Background: an optimization exercise with open tools, aiming at small area and a short achievable clock period. Do not read the settings as production practice.
Function was checked by simulation only, so behaviour that the tests miss may differ from the original.
No driver is modelled on the clock port, so clock power and skew are understated where the tree is cut down; a real chip needs a root buffer or a tree.
Power figures rest on the tool's default switching activity, not on a simulated workload.

== job 8427 ==
Design KSA_pipe, start of the top module:
module KSA_pipe(s, a, b, c, clk);
   input [63:0] a;
   input [63:0] b;
   input        c;
   input        clk;
   output [64:0] s;
   wire [94:0] x;
   reg  [94:0] xr;
   wire [64:0] sOut;
   reg  [64:0] sr;
   wire s1b0_p1;
   wire s1b0_p2;
   wire s1b0_p3;
   wire s1b0_p4;
   wire s1b0_g5;
   wire s1b0_g6;
   wire s1b0_g7;
   wire s1b0_g8;
   wire s1b0_g9;
   wire s1b0_g10;
   wire s1b0_g11;
   wire s1b0_g12;
   wire s1b1_p13;
   wire s1b1_p14;
   wire s1b1_p15;
   wire s1b1_p16;
   wire s1b1_g17;
   wire s1b1_g18;
   wire s1b1_g19;
   wire s1b1_g20;
   wire s1b1_g21;
   wire s1b1_g22;
   wire s1b1_g23;
   wire s1b2_p24;
   wire s1b2_p25;
   wire s1b2_p26;
   wire s1b2_p27;
   wire s1b2_g28;
   wire s1b2_g29;
   wire s1b2_g30;
   wire s1b2_g31;
   wire s1b2_g32;
   wire s1b2_g33;
   wire s1b2_g34;
   wire s1b3_p35;
   wire s1b3_p36;
   wire s1b3_p37;
   wire s1b3_p38;
   wire s1b3_g39;
   wire s1b3_g40;
   wire s1b3_g41;
   wire s1b3_g42;
  ...
Size in the first run: about 160 flip-flops, roughly 200 I/O pins.
Settings: LEC_CHECK=0, ABC_AREA=1, CAP_MARGIN=20, CORE_MARGIN=2, CORE_UTILIZATION=50, PLACE_DENSITY=0.65, SETUP_SLACK_MARGIN=1.7, SLEW_MARGIN=20; clock period 3.4 ns.
standard.sh (not shown) runs the stock make flow with config.mk's settings and CLKGATE_MAP_FILE= SYNTH_SCRIPT=/design/flow/synth_recipe.tcl, a recipe that flattens the netlist after the stock synthesis.
==> flow/flow/run.sh <==
#!/bin/bash
# Layout: the standard flow (standard.sh) with these changes: synthesis maps
# no full or half adder cells (ADDER_MAP_FILE empty), so abc maps the adder logic
# itself; ports get the buffer cell named below; and after clock tree synthesis
# flow/clocktree.tcl replaces the tree by one level of buffers driven by the clock
# port.  The flow's output goes to standard.log, and ORFS's own logs to orfs/logs.
set -euo pipefail
bash standard.sh ADDER_MAP_FILE= "POST_CTS_TCL=$PWD/flow/clocktree.tcl" BUFFER_PORTS_ARGS=-buffer_cell\ sky130_fd_sc_hd__buf_1 CTS_ARGS=-sink_clustering_enable\ -dont_use_dummy_load\ -root_buf\ sky130_fd_sc_hd__clkbuf_16\ -buf_list\ sky130_fd_sc_hd__clkbuf_16\ -sink_clustering_size\ 40\ -sink_clustering_max_diameter\ 200 CLKTREE_CELL=sky130_fd_sc_hd__clkbuf_8 CLKTREE_NLEAF=3 CLKTREE_LEAF_CELL=sky130_fd_sc_hd__clkbuf_8 finish > standard.log 2>&1
Other scripts of this flow, unchanged in this note and not shown: flow/flow/clocktree.tcl
Looking at the reports, job 8427 completed the entire flow and the layout it produced met the timing, DRC and antenna checks.
> inputs changed (job 8427 -> job 1372)
diff --git a/flow/config.mk b/flow/config.mk
--- a/flow/config.mk
+++ b/flow/config.mk
@@ -12,3 +12,3 @@
 export PLACE_DENSITY = 0.65
-export SETUP_SLACK_MARGIN = 1.7
+export SETUP_SLACK_MARGIN = 2.0
 export SLEW_MARGIN = 20
[summary]
Register-to-register slack: job 1372 > job 8427. Re global-route usage: job 1372 and job 8427 aren't equal, and the higher value belongs to job 1372. Relative to job 8427, job 1372 improves setup slack.
Here is what was changed in the inputs of job 6556 compared with job 1372.
diff --git a/flow/config.mk b/flow/config.mk
--- a/flow/config.mk
+++ b/flow/config.mk
@@ -12,3 +12,3 @@
 export PLACE_DENSITY = 0.65
-export SETUP_SLACK_MARGIN = 2.0
+export SETUP_SLACK_MARGIN = 1.8
 export SLEW_MARGIN = 20
--- outcome ---
As far as flip-flop and latch count after synthesis goes, job 1372 and job 6556 are indistinguishable; the numbers are identical. [diff] worst hold slack, job 6556 relative to job 1372: regression. Between job 1372 and job 6556, sequential portion of the cell area is higher for job 6556, job 1372 comes in under that. Against job 1372, job 6556 comes in 13% higher on post-route met1 wirelength. Job 6556 ended with less via count than job 1372. Diff job 1372 -> job 6556: cell area after layout shows a reduction of about 10%, fraction of standard cell area in multi-input logic shows a reduction of 1.4 points. Against job 1372 as the reference, job 6556 delivers a lower combinational cell fraction of total power.
[inputs] job 7110 vs job 6556
diff --git a/flow/config.mk b/flow/config.mk
--- a/flow/config.mk
+++ b/flow/config.mk
@@ -12,3 +12,3 @@
 export PLACE_DENSITY = 0.65
-export SETUP_SLACK_MARGIN = 1.8
+export SETUP_SLACK_MARGIN = 1.6
 export SLEW_MARGIN = 20
Findings:
- Critical path depth is lower on job 6556
- Job 6556 and job 7110 ended up with roughly the same switching fraction of total power.
- Relative to job 6556, the post-layout total power of job 7110 is lower by about 0.7%.
- Job 7110 vs job 6556 on power per cell area: job 7110 is the higher one.
- There was hardly any difference in number of buffers added on ports between job 7110 and job 6556.
- Compared with job 6556, job 7110 shows wire length that has gone down slightly.
Input changes introduced in job 5889 (baseline for comparison: job 7110):
diff --git a/flow/config.mk b/flow/config.mk
--- a/flow/config.mk
+++ b/flow/config.mk
@@ -12,3 +12,3 @@
 export PLACE_DENSITY = 0.65
-export SETUP_SLACK_MARGIN = 1.6
+export SETUP_SLACK_MARGIN = 1.9
 export SLEW_MARGIN = 20
### Flow results
Job 5889: full flow OK, the timing, DRC and antenna checks passed. No stage failed in job 7110, and the final checks on the layout all came back clean. Job 5889 — highest ir drop seen on vdd about 33% higher, job 7110 as reference. Multi-input logic portion of the cell area of job 5889 is on par with job 7110. Job 7110 leaves less setup margin than job 5889. Start point of the critical path = xr[4]$_DFF_P_: job 7110; start point of the critical path = a[45]: job 5889. Taking job 7110 as the reference, in job 5889 routed wire length saw an increase; area of combinational cells with multiple inputs higher; met2 capacity usage during global routing increased 1.5 points; delay of the slowest cell on the worst path shows a reduction of 0.11 ns. Data arrival time at the worst-slack endpoint (higher): job 7110. Compared with job 7110, job 5889 shows overall routing resource usage higher by 0.80 points. Cell area up about 7% in job 5889 wrt job 7110.
In every run of this note, the design's own scripts or RTL, not TritonCTS, make the clock network.

[afterwards: timing with drivers on the ports]
In the flow no input, the clock included, has a driving cell. The finished layouts below were timed again as built, in two steps.
Step 1, drivers: a clkbuf_16 drives clk and a buf_2 each remaining input, both assumed.
Step 2 times the ports against the registers' clock, not the clock port: input delays grow and output delays shrink by t, the midpoint of the rising clock arrivals with the driver on.
a / b / c = ideal / step 1 / step 2; a / b = the first two.
| run | t, ns | setup slack, ns | pins driven straight from the clock port |
|---|---|---|---|
| job 8427 | 0.344 | 1.842 / 1.837 / 1.544 | 4 |
| job 1372 | 0.353 | 1.981 / 1.911 / 1.752 | 4 |
| job 6556 | 0.344 | 1.916 / 1.864 / 1.617 | 4 |
| job 7110 | 0.344 | 1.831 / 1.831 / 1.544 | 4 |
| job 5889 | 0.346 | 1.959 / 1.912 / 1.659 | 4 |
After both steps setup and hold are still met in every run listed. The setup slack of job 5889, which loses most, moves by -0.047 ns with the drivers and by -0.300 ns with both steps.
